Background: an optimization exercise with open tools, aiming at small area. Do not read the settings as production practice.
Function was checked by simulation only, so behaviour that the tests miss may differ from the original.
No activity file was given, so power comes from the tool's default toggle rates.

## run.sh

```bash
#!/bin/bash
# synth_recipe.tcl (not shown) runs the flow's synth.tcl, then flattens the netlist and writes it again
# the make line also repeats each setting of config.mk as NAME=value (left out here)
make -C /OpenROAD-flow-scripts/flow DESIGN_CONFIG=/design/flow/config.mk WORK_HOME=/design/flow/orfs CLKGATE_MAP_FILE= SYNTH_SCRIPT=/design/flow/synth_recipe.tcl finish
```

## constraint.sdc

```tcl
create_clock -name core_clock -period 20.0 [get_ports {clock}]
set_input_delay 4.0000 -clock core_clock [delete_from_list [all_inputs] [get_ports {clock}]]
set_output_delay 4.0000 -clock core_clock [all_outputs]
set_load 0.01 [all_outputs]
```

## config.mk

```make
export PLATFORM = sky130hd
export DESIGN_NAME = LCD_Driver
export DESIGN_NICKNAME = LCD_Driver
export VERILOG_FILES = /design/flow/design.v
export SDC_FILE = /design/flow/constraint.sdc
export NUM_CORES = 4
export LEC_CHECK = 0
export CAP_MARGIN = 20
export CORE_MARGIN = 2
export CORE_UTILIZATION = 40
export SLEW_MARGIN = 20
```

## design.v

```verilog
module LCD_Driver(
    output SF_CE0,
    output LCD_RW,
    output LCD_RS,
    output [3:0] SF_D,
    output LCD_E,
    input clock,
    input reset
);
    localparam [11:0] C0V = 12'd129;
    localparam [9:0]  K0V = 10'd54;
    reg [11:0] c;
    reg [9:0]  k;
    wire bslot = (~k[9] & ~k[8] & ~k[7] & ~k[6] & ~k[5] & k[4]) | (~k[9] & ~k[8] & ~k[7] & ~k[6] & k[5] & ~k[4]) | (k[9] & ~k[8] & ~k[7] & ~k[6] & ~k[5] & ~k[4] & ~k[3] & k[2]) | (~k[9] & ~k[8] & ~k[7] & ~k[6] & ~k[5] & k[3] & k[2] & k[1] & k[0]);
    wire rb0 = (k[3] & k[2] & k[1] & ~k[0]) | (~k[9] & ~k[3] & k[2] & k[0]) | (~k[4] & ~k[3] & k[1] & k[0]) | (k[4] & ~k[3] & ~k[2] & ~k[0]) | (~k[4] & ~k[2] & k[1] & ~k[0]) | (k[4] & k[3] & ~k[2] & ~k[1]) | (~k[9] & k[2] & ~k[1] & k[0]);
    wire rb1 = (~k[2] & ~k[1] & ~k[0]) | (k[4] & ~k[2] & k[1] & k[0]) | (~k[4] & k[2] & ~k[1] & k[0]) | (k[5] & k[3] & k[1] & k[0]) | (~k[4] & ~k[3] & ~k[2] & ~k[0]) | (k[3] & k[2] & ~k[1] & k[0]) | (k[4] & ~k[3] & k[2] & k[1] & ~k[0]);
    wire rb2 = (~k[4] & k[1] & ~k[0]) | (k[3] & ~k[1] & k[0]) | (k[4] & ~k[3] & k[2] & ~k[0]) | (k[9] & ~k[1] & k[0]) | (k[4] & k[3] & ~k[2] & k[0]) | (~k[4] & ~k[3] & ~k[2] & ~k[0]) | (k[4] & ~k[3] & k[2] & k[1]);
    wire rb3 = (k[9] & ~k[0]) | (k[4] & ~k[3] & k[2] & k[1]);
    wire rb4 = (k[4] & ~k[1] & ~k[0]) | (k[5] & ~k[1] & k[0]) | (k[4] & ~k[3] & ~k[2] & ~k[1]) | (k[5] & k[2] & k[1] & ~k[0]);
    wire rb5 = (k[5] & k[3]) | (k[4] & ~k[3] & k[1]) | (~k[3] & k[2] & ~k[1] & ~k[0]) | (k[5] & k[2] & k[1]) | (k[3] & ~k[2] & ~k[0]) | (k[4] & ~k[3] & k[0]);
    wire rb6 = (~k[4] & ~k[2]) | (~k[2] & k[0]) | (k[4] & ~k[3] & ~k[0]) | (k[4] & k[3] & k[2]) | (k[5] & k[1]) | (~k[9] & ~k[1] & k[0]);
    wire rb7 = (k[3] & k[2] & k[1] & k[0]);
    wire rtxt = (~k[2]) | (~k[9] & ~k[3]) | (~k[9] & ~k[1]) | (~k[9] & ~k[0]);
    wire rchg = (k[3] & k[2] & k[1]) | (k[5] & k[3] & k[1] & k[0]);
    wire kp1 = (~k[9] & k[8] & k[7] & ~k[6] & ~k[5] & k[4] & k[3] & k[2] & ~k[1] & k[0]);
    wire kp2 = (~k[9] & k[8] & k[7] & k[6] & k[5] & k[4] & k[3] & k[2] & k[1] & k[0]);
    wire kp3 = (k[9] & ~k[8] & ~k[7] & ~k[6] & ~k[5] & ~k[4] & ~k[3] & ~k[2] & k[1] & ~k[0]);
    wire kp4 = (k[9] & ~k[8] & ~k[7] & ~k[6] & ~k[5] & ~k[4] & ~k[3] & ~k[2] & k[1] & k[0]);
    wire kmid = (~k[9] & k[8] & k[7] & k[5]) | (~k[9] & k[8] & k[7] & k[6]) | (~k[9] & k[8] & k[7] & k[4] & k[3] & k[2] & k[1]) | (k[9] & ~k[8] & ~k[7] & ~k[6] & ~k[5] & ~k[4] & ~k[3] & ~k[2] & ~k[1]) | (k[9] & ~k[8] & ~k[7] & ~k[6] & ~k[5] & ~k[4] & ~k[3] & ~k[2] & ~k[0]);
    wire kdone = (~k[9] & ~k[8] & ~k[7] & ~k[6] & k[5] & ~k[4] & k[3] & k[1] & k[0]);
    wire kskip = (~k[8] & ~k[7] & ~k[6] & k[5] & ~k[4] & k[3] & k[2] & ~k[1] & ~k[0]);
    wire c_end = c[11] & c[5] & c[2] & c[1];
    wire cskip = c[3] & c[5] & c[7] & c[8] & c[9];
    wire c0 = (~c[11] & ~c[10] & ~c[9] & ~c[8] & ~c[7] & ~c[6] & ~c[5] & ~c[4] & ~c[3] & ~c[2] & ~c[1] & ~c[0]);
    wire lo = (c[9]) | (c[7]) | (c[8]) | (c[10]) | (c[11]) | (c[6] & c[3]) | (c[6] & c[5]) | (c[6] & c[4]) | (c[6] & c[2] & c[0]) | (c[6] & c[2] & c[1]);
    wire eu = (~c[11] & ~c[10] & ~c[9] & ~c[8] & ~c[7] & ~c[6] & ~c[5] & ~c[4] & c[2]) | (~c[11] & ~c[10] & ~c[9] & ~c[8] & ~c[7] & ~c[6] & ~c[5] & ~c[4] & c[3]) | (~c[11] & ~c[10] & ~c[9] & ~c[8] & ~c[7] & ~c[6] & ~c[5] & ~c[4] & c[1] & c[0]);
    wire el = (~c[10] & ~c[9] & ~c[8] & ~c[7] & c[6] & ~c[5] & ~c[4] & c[3]) | (~c[10] & ~c[9] & ~c[8] & ~c[7] & c[6] & ~c[5] & c[4] & ~c[3] & ~c[2]) | (~c[10] & ~c[9] & ~c[8] & ~c[7] & c[6] & ~c[5] & ~c[4] & c[2] & c[1] & c[0]);
    wire w1 = (~c[10] & c[9] & c[8] & c[7] & ~c[6] & ~c[5] & ~c[4] & c[3]) | (~c[10] & c[9] & c[8] & c[7] & ~c[6] & ~c[5] & ~c[4] & c[2]) | (~c[10] & c[9] & c[8] & c[7] & ~c[6] & ~c[5] & c[4] & ~c[3] & ~c[2] & ~c[1] & ~c[0]);
    wire w2 = (c[10] & ~c[9] & c[8] & ~c[7] & c[6] & c[5] & c[4] & ~c[3]) | (c[10] & ~c[9] & c[8] & ~c[7] & c[6] & c[5] & c[4] & ~c[2] & ~c[1]) | (c[10] & ~c[9] & c[8] & ~c[7] & c[6] & c[5] & ~c[4] & c[3] & c[2] & c[0]) | (c[10] & ~c[9] & c[8] & ~c[7] & c[6] & c[5] & ~c[4] & c[3] & c[2] & c[1]);
    wire w3 = (~c[10] & ~c[9] & ~c[8] & c[7] & ~c[6] & ~c[5] & c[4] & ~c[3]) | (~c[10] & ~c[9] & ~c[8] & c[7] & ~c[6] & ~c[5] & c[4] & ~c[2]) | (~c[10] & ~c[9] & ~c[8] & c[7] & ~c[6] & ~c[5] & ~c[4] & c[3] & c[2] & c[1] & c[0]);
    wire ge900 = (c[10]) | (c[11]) | (c[9] & c[8] & c[7] & c[6]) | (c[9] & c[8] & c[7] & c[5]) | (c[9] & c[8] & c[7] & c[4]) | (c[9] & c[8] & c[7] & c[2]) | (c[9] & c[8] & c[7] & c[3]);
    wire lt71 = (~c[11] & ~c[10] & ~c[9] & ~c[8] & ~c[7] & ~c[6]) | (~c[11] & ~c[10] & ~c[9] & ~c[8] & ~c[7] & ~c[5] & ~c[4] & ~c[3] & ~c[0]) | (~c[11] & ~c[10] & ~c[9] & ~c[8] & ~c[7] & ~c[5] & ~c[4] & ~c[3] & ~c[2]) | (~c[10] & ~c[9] & ~c[8] & ~c[7] & c[6] & ~c[5] & ~c[4] & ~c[3] & ~c[1]);
    wire lt2085 = (~c[11]) | (~c[5]) | (~c[2]) | (~c[1] & ~c[0]);
    wire skip = kskip & cskip;
    wire done = kdone & c_end;
    wire wrap = c_end | skip;
    wire clr  = reset | wrap;
    wire [12:0] cc;
    wire [10:0] kc;
    assign cc[0] = ~done;
    wire wrapn = wrap & ~done;
    assign kc[0] = wrapn;
    genvar i;
    generate for (i = 0; i < 12; i = i + 1) begin : gc
        assign cc[i+1] = cc[i] & c[i];
        always @(posedge clock)
            c[i] <= reset ? C0V[i] : (~wrapn & (c[i] ^ cc[i]));
    end endgenerate
    generate for (i = 0; i < 10; i = i + 1) begin : gk
        assign kc[i+1] = kc[i] & k[i];
        always @(posedge clock)
            k[i] <= reset ? K0V[i] : (k[i] ^ kc[i]);
    end endgenerate
    wire [3:0] hi_n = {rb7, rb6, rb5, rb4};
    wire [3:0] lo_n = {rb3, rb2, rb1, rb0};
    wire [3:0] db = c0 ? 4'd0 : lo ? lo_n : hi_n;
    wire ei = (kp1 & w1) | (kp2 & w2) | (kp3 & w3) | (kp4 & el);
    wire d3 = (kp1 & ge900) | kmid | (kp4 & lt71);
    wire d2 = kp4 & ~lt71 & lt2085;
    assign SF_CE0 = 1'b1;
    assign LCD_RW = 1'b0;
    assign LCD_E  = (bslot & (eu | el)) | ei;
    assign SF_D   = done ? 4'd0 : bslot ? db : {2'b00, d3 | d2, d3};
    assign LCD_RS = bslot & (rtxt ^ (c_end & rchg));
endmodule
```

==> results_dict.tcl, run 1 <==
set metrics [dict create \
    outcome "timing/DRC/antenna clean" \
    grt_max_degree 24 \
    synth.ff_latch_count 22 \
    multi_input_area_um2 1284 \
    io_buffer_count 7 \
    cts_tree "yes" \
    grt_pass1_vias 1419 \
    vias_per_cell 5.849 \
    rsz0062_at_grt "false" \
    synth_area_um2 1837 \
    arrival_ns 2.82 \
    globalRouteMet1Util_pct 24.68 \
    maxCapViolations 0 \
    routed-via-count 1632 \
    synth_warnings 1 \
    clock_sinks 22 \
    overflow 0 \
    clock.fmax_mhz 146.7 \
    cp_max_fo 23 \
    dp.cells 275 \
    synth.yosys.seq_area_share_pct 23.98 \
    core-area_um2 4384 \
    power.total_mw 0.09161 \
    wl_per_cell_um 14.33 \
    leakagePower_nw 0.7790 \
    synth_edf_count 0 \
    cp-end-kind "output pin" \
    timing.final.crit_share_pct 34.09 \
    drive_above_1_share_pct 5.727 \
    antenna_found_initial 0 \
    start_util_pct 41.89 \
    drtAntennaViolNets 0 \
    mostFrequentLayoutCell "dfxtp_1" \
    setup_tns_ns 0 \
    min_path_type "register to register" \
    regArea_um2 440.4 \
    antennaDiodeCount 0 \
    cts.htree.levels 1 \
    dpl.hpwl_um 2980 \
    hold_ws_ns 0.6575 \
    drt_iter0_markers 221 \
    clock_path_buffers 2 \
    relSlewSlack_pct 51.31 \
    irDropWorstVdd_mv 0.03972 \
    nets 250 \
    final_cell_mix "22 x dfxtp_1, 20 x nand2_1, 20 x ha_1" \
    synth_nets 257 \
    fin_worst_skew_ns 0.006103 \
    finalWeightedCongestion 0.8241 \
    num-fill-cells 454 \
    setup_viol 0 \
    avgSynthCellArea_um2 7.816 \
    critPathRequiredTime_ns 16.00 \
    use_met3_pct 1.547 \
    slew_viol_final 0 \
    clk_pin_slew_worst_paths_ns 0.08 \
    setup_ws_ns 13.18 \
    ys_types 58 \
    grt_pass1_wl_um 6865 \
    root_buffer "clkbuf_8" \
    die_y_um 71.77 \
    postCtsHoldBufs 0 \
    post-route-min-period_ns 6.819 \
    die_w_um 71.77 \
    wirelength_um 3999 \
    final_area_um2 1953 \
    layout.cells.non_filler 279 \
    track_usage_pct 16.64 \
    first_pass_iters 4 \
    ys.flop_type "dfxtp_1" \
    placed_cell_area_um2 1882 \
    post-cts-setup-buffers 0 \
    worst_pin_slew_ns 0.7210 \
    cts_resized 0 \
    start_kind "register" \
    fp-row-count 24 \
    powerDensity_nw_per_um2 46.91 \
    top_usage_layer "met2" \
    synthArstFlopShare_pct 0 \
    synth_cells 235 \
    dp_worst_setup_slack_ns 13.50 \
    ios 10 \
    grt_use_met2_pct 25.10 \
    criticalPathCategory "register to output pin" \
    hold_viol 0 \
    numCtsBuffers 3 \
    clk_latency_ns 0.26 \
    dieArea_um2 5150 \
    synthToLayoutAreaGrowth_pct 6.335 \
    drc 0 \
    fin_util_pct 44.55 \
]
critical path, cell delays in order, from the launching register on:
cell and delay [ns]:
dfxtp_1 0.77, nor2b_1 0.19, o2bb2ai_1 0.17, a21oi_1 0.32, nor4b_1 0.44, a22oi_1 0.16
clkdlybuf4s50_1 0.50
final timing paths:
path / start / to / slack, ns / cells past startpoint
max: k[3]$_SDFF_PP0_ / SF_D[1] / 13.18 / 6
min: c[11]$_SDFF_PP0_ / c[11]$_SDFF_PP0_ / 0.66 / 2
max reg2reg: k[4]$_SDFF_PP1_ / c[11]$_SDFF_PP0_ / 16.17 / 16
min reg2reg: c[11]$_SDFF_PP0_ / c[11]$_SDFF_PP0_ / 0.66 / 2
kinds of logic (layout without fill, tap and decap cells):
group           after synthesis  in the layout  synth area share [%]
xor+xnor                      3              3                 1.431
flops                        22             22                 23.98
other cells                   2              2                0.4089
fa+ha+maj                    20             20                 13.62
compound gates               51             51                 20.44
simple gates                112            112                 33.99
buf+inv                      25             17                 6.130
power breakdown:
part	switching [mW]	leakage, nW	internal, mW
Sequential	0.00174	0.178	0.0445
Combinational	0.00259	0.565	0.00210
Clock	0.0139	0.0357	0.0267
layer usage:
layer	share of wire [%]	wire, µm	up-vias
met5	0	0	-
met1	49	1977	744
li1	-	-	845
met4	1.2	48	0
met3	5.3	210	4
met2	44	1763	39
area by class of cell:
type,count,share of cell area [%]
clock buffer,3,2.114
clock inverter,1,1.537
timing repair buffer,7,3.587
sequential,22,22.55
inverter,6,1.153
multi-input combinational,188,65.73
tap,52,3.331
cells in the mapped netlist (all sizes together) (3+ instances only):
| library cell | n | area, µm² |
|---|---|---|
| a211oi | 3 | 22.52 |
| a21o | 3 | 22.52 |
| a21oi | 5 | 25.02 |
| a32oi | 5 | 43.79 |
| and2 | 12 | 75.07 |
| buf | 6 | 41.28 |
| clkbuf | 13 | 48.80 |
| dfxtp | 22 | 440.4 |
| ha | 20 | 250.2 |
| inv | 6 | 22.52 |
| nand2 | 20 | 75.07 |
| nand2b | 3 | 18.77 |
| nand3 | 10 | 50.05 |
| nor2 | 16 | 67.56 |
| nor2b | 10 | 62.56 |
| nor3 | 6 | 30.03 |
| nor4 | 8 | 50.05 |
| nor4b | 3 | 26.28 |
| o21ai | 10 | 50.05 |
| or2 | 6 | 37.54 |
| or3 | 4 | 25.02 |
sequential cells by signal, indices dropped and copies added (netlist names):
register	count
c	12
k	10
==> run 2: changes to the inputs <==
==> flow/run.sh (new file) <==
#!/bin/bash
# Own layout flow: the standard ORFS flow, with two changes.
# 1. Synthesis: the standard synthesis script (synth_recipe.tcl -> ORFS synth.tcl) run against
#    a copy of ORFS's scripts in which the combinational mapping uses an area-oriented ABC
#    script and Yosys does not pre-extract half/full adders. Registers, their names and their
#    cell types are made exactly as in the standard synthesis (dfflibmap runs before ABC).
# 2. Layout: port buffers use buf_1, and CTS uses small clock buffers without dummy loads.
# Every tool's output goes to a log file in this folder.
set -euo pipefail
W=$(pwd)
cp -r "$FLOW_HOME/scripts" "$W/myscripts"
cp "$W/flow/abc_area_deep.script" "$W/myscripts/abc_speed.script"
python3 - "$W/myscripts/synth.tcl" <<'PY'
import sys
p = sys.argv[1]
s = open(p).read()
old = "if {\n  [env_var_exists_and_non_empty ADDER_MAP_FILE] &&"
assert old in s
s = s.replace(old, "if { 0 &&\n  [env_var_exists_and_non_empty ADDER_MAP_FILE] &&")
open(p, "w").write(s)
PY
bash standard.sh SCRIPTS_DIR="$W/myscripts" synth > "$W/log_synth.txt" 2>&1
export BUFFER_PORTS_ARGS="-buffer_cell sky130_fd_sc_hd__buf_1"
export CTS_ARGS="-sink_clustering_enable -repair_clock_nets -dont_use_dummy_load -buf_list {sky130_fd_sc_hd__clkbuf_2 sky130_fd_sc_hd__clkbuf_4} -root_buf sky130_fd_sc_hd__clkbuf_4"
bash standard.sh finish > "$W/log_layout.txt" 2>&1
==> flow/abc_area_deep.script (new file) <==
&get -n
&st
&deepsyn -T 120
&dch -f
&nf -R 1000 -p
&put
topo
dnsize -c
==> standard.sh (new file) <==
#!/bin/bash
# synth_recipe.tcl (not shown) runs the flow's synth.tcl, then flattens the netlist and writes it again
# the make line also repeats each setting of config.mk as NAME=value (left out here)
make -C /OpenROAD-flow-scripts/flow DESIGN_CONFIG=/design/flow/config.mk WORK_HOME=/design/flow/orfs CLKGATE_MAP_FILE= SYNTH_SCRIPT=/design/flow/synth_recipe.tcl "${@:-finish}"
removed: run.sh
==> results_dict.tcl, run 2 <==
set metrics [dict create \
    grt_use_met2_pct 31.90 \
    wirelength_um 3702 \
    criticalPathCategory "register to output pin" \
    antenna_found_initial 0 \
    fin_worst_skew_ns 0.002490 \
    setup_tns_ns 0 \
    leakagePower_nw 0.5499 \
    finalWeightedCongestion 0.8755 \
    largest_reg_flops 12 \
    synth_nets 214 \
    nets 224 \
    cp-end-kind "output pin" \
    first_pass_iters 5 \
    synthToLayoutAreaGrowth_pct 6.293 \
    outcome "timing/DRC/antenna clean" \
    critPathRequiredTime_ns 16.00 \
    clk_pin_slew_worst_paths_ns 0.11 \
    grt_pass1_vias 1405 \
    timing.final.crit_share_pct 34.00 \
    ys.flop_type "dfxtp_1" \
    clock.fmax_mhz 147.0 \
    min_path_type "register to register" \
    core-area_um2 3416 \
    cp_max_fo 12 \
    die_y_um 64.24 \
    maxCapViolations 0 \
    post-cts-setup-buffers 0 \
    worst_pin_slew_ns 0.6165 \
    synth_edf_count 0 \
    num-fill-cells 360 \
    grt_pass1_wl_um 6327 \
    largestRegisters "c (12), k (10)" \
    cts.htree.levels 1 \
    dpl.hpwl_um 2773 \
    start_util_pct 42.49 \
    top_register "c" \
    arrival_ns 2.80 \
    drtAntennaViolNets 0 \
    vias_per_cell 5.974 \
    rsz0062_at_grt "false" \
    placed_cell_area_um2 1520 \
    synth_top_area_share_pct 30.34 \
    ys_types 36 \
    top_usage_layer "met2" \
    synth_common_cells "31 x nor2_1, 27 x nand2_1, 22 x a21oi_1, 22 x dfxtp_1, 21 x nor3_1" \
    synthArstFlopShare_pct 0 \
    hold_viol 0 \
    use_met3_pct 2.641 \
    final_cell_mix "31 x nor2_1, 27 x nand2_1, 22 x a21oi_1, 22 x dfxtp_1, 21 x nor3_1" \
    synth.yosys.seq_area_share_pct 30.34 \
    postCtsHoldBufs 0 \
    regArea_um2 440.4 \
    ios 10 \
    routed-via-count 1589 \
    cts_resized 0 \
    clock_sinks 22 \
    synth_cells 212 \
    overflow 0 \
    root_buffer "clkbuf_4" \
    power.total_mw 0.06864 \
    relSlewSlack_pct 57.84 \
    track_usage_pct 18.99 \
    avgSynthCellArea_um2 6.846 \
    dp.cells 263 \
    cts_tree "yes" \
    final_area_um2 1543 \
    powerDensity_nw_per_um2 44.49 \
    synth_area_um2 1451 \
    start_kind "register" \
    setup_viol 0 \
    layout.cells.non_filler 266 \
    irDropWorstVdd_mv 0.02362 \
    globalRouteMet1Util_pct 25.86 \
    dieArea_um2 4126 \
    yosys.cell_count.top_type "nor2_1" \
    synth.ff_latch_count 22 \
    multi_input_area_um2 984.7 \
    drc 0 \
    yosys-top-cells-area "dfxtp_1 30%, nor2_1 8.0%, a21oi_1 7.6%" \
    post-route-min-period_ns 6.801 \
    slew_viol_final 0 \
    grt_max_degree 19 \
    numCtsBuffers 3 \
    synth_top_cell_by_area "dfxtp_1" \
    synth_warnings 1 \
    drive_above_1_share_pct 1.364 \
    io_buffer_count 7 \
    die_w_um 64.24 \
    clock_path_buffers 2 \
    drt_iter0_markers 243 \
    antennaDiodeCount 0 \
    fp-row-count 21 \
    mostFrequentLayoutCell "nor2_1" \
    clk_latency_ns 0.29 \
    wl_per_cell_um 13.92 \
]
run 2: changes by cell type after synthesis, moves of 6 or more:
| cell | previous run | this run |
|---|---|---|
| a21oi_1 | 5 | 22 |
| and2_1 | 12 | 0 |
| nor2_1 | 15 | 31 |
| nor4_1 | 8 | 1 |
| o21ai_0 | 10 | 16 |
| clkbuf_1 | 13 | 0 |
| nand2_1 | 20 | 27 |
| nor2b_1 | 10 | 1 |
| ha_1 | 20 | 0 |
| nor3_1 | 6 | 21 |
run 2: worst paths after layout:
path | depth (start not counted) | startpoint | endpoint | slack (ns)
worst max-delay path | 8 | c[5]$_SDFF_PP0_ | SF_D[1] | 13.20
worst min-delay path | 2 | k[8]$_SDFF_PP0_ | k[8]$_SDFF_PP0_ | 0.53
worst max register to register | 9 | k[2]$_SDFF_PP1_ | k[8]$_SDFF_PP0_ | 17.26
worst min register to register | 2 | k[8]$_SDFF_PP0_ | k[8]$_SDFF_PP0_ | 0.53
run 2: power breakdown:
part	total (mW)	switching, mW	internal (mW)	leakage [nW]
Sequential	0.0458	0.00141	0.0444	0.178
Combinational	0.00374	0.00243	0.00131	0.358
Clock	0.0191	0.0121	0.00700	0.0138
run 2: cells by family after synthesis:
kind of cell | synth area share [%]
AOI/OAI and AO/OA | 25.17
xor gates and xnor gates | 3.017
buffers and inverters | 1.810
DFF | 30.34
other | 0.5174
and+or+nand+nor | 39.14
run 2: metal layers:
layer  vias to the layer above  routed length [µm]  part of all wire (%)
met5                         -                   0                     0
met4                         0                  26                  0.70
met1                       726                1754                    47
met3                         4                 194                   5.2
met2                        57                1725                    47
li1                        802                   -                     -
run 2: worst max-delay path, cell delays in order (launching register included):
cell and delay (ns):
dfxtp_1 0.57, or3_1 0.19, a21oi_1 0.04, or4_1 0.46, a21oi_1 0.19, o21ai_0 0.11
a2111oi_0 0.60, a22oi_1 0.18, buf_1 0.17
run 2: area by class of cell:
class	count	area share [%]
tap	46	3.731
sequential	22	28.55
inverter	3	0.7299
clock buffer	3	1.460
timing repair buffer	7	1.703
multi-input combinational	185	63.83
run 2: metrics by stage:
stage | setup slack (ns) | utilization (%) | hold slack [ns]
6_report | 13.20 | 45.16 | 0.5268
5_1_grt | 13.04 | 45.16 | 0.5757
4_1_cts | 13.23 | 45.16 | 0.5306
3_5_place_dp | 13.57 | 44.51 | 0.5141
3_3_place_gp | 13.58 | 44.51 | 0.5014
2_1_floorplan | 13.83 | - | 0.4817

==> port drivers added, routing unchanged <==
The results above use ideal ports. As a check the final layouts listed here were re-extracted and re-timed, cells and wires unchanged. Step 1 sets driving cells, clkbuf_16 on the clock port and buf_2 on the other inputs (assumed; they add their load-dependent delay and slew). Step 2 also shifts input and output timing later by t, the mid clock arrival at the registers, as if the neighbouring blocks saw the same clock. a / b / c = no drivers / after step 1 / after step 2; a / b = the first two.
run	t, ns	setup WS [ns]	worst setup path at the end	worst slew at a driven data input, ns
run 1	0.280	13.181 / 13.158 / 13.438	register to output	0.03
run 2	0.316	13.199 / 13.175 / 13.491	register to output	0.03
After both steps setup and hold are still met in every run listed.
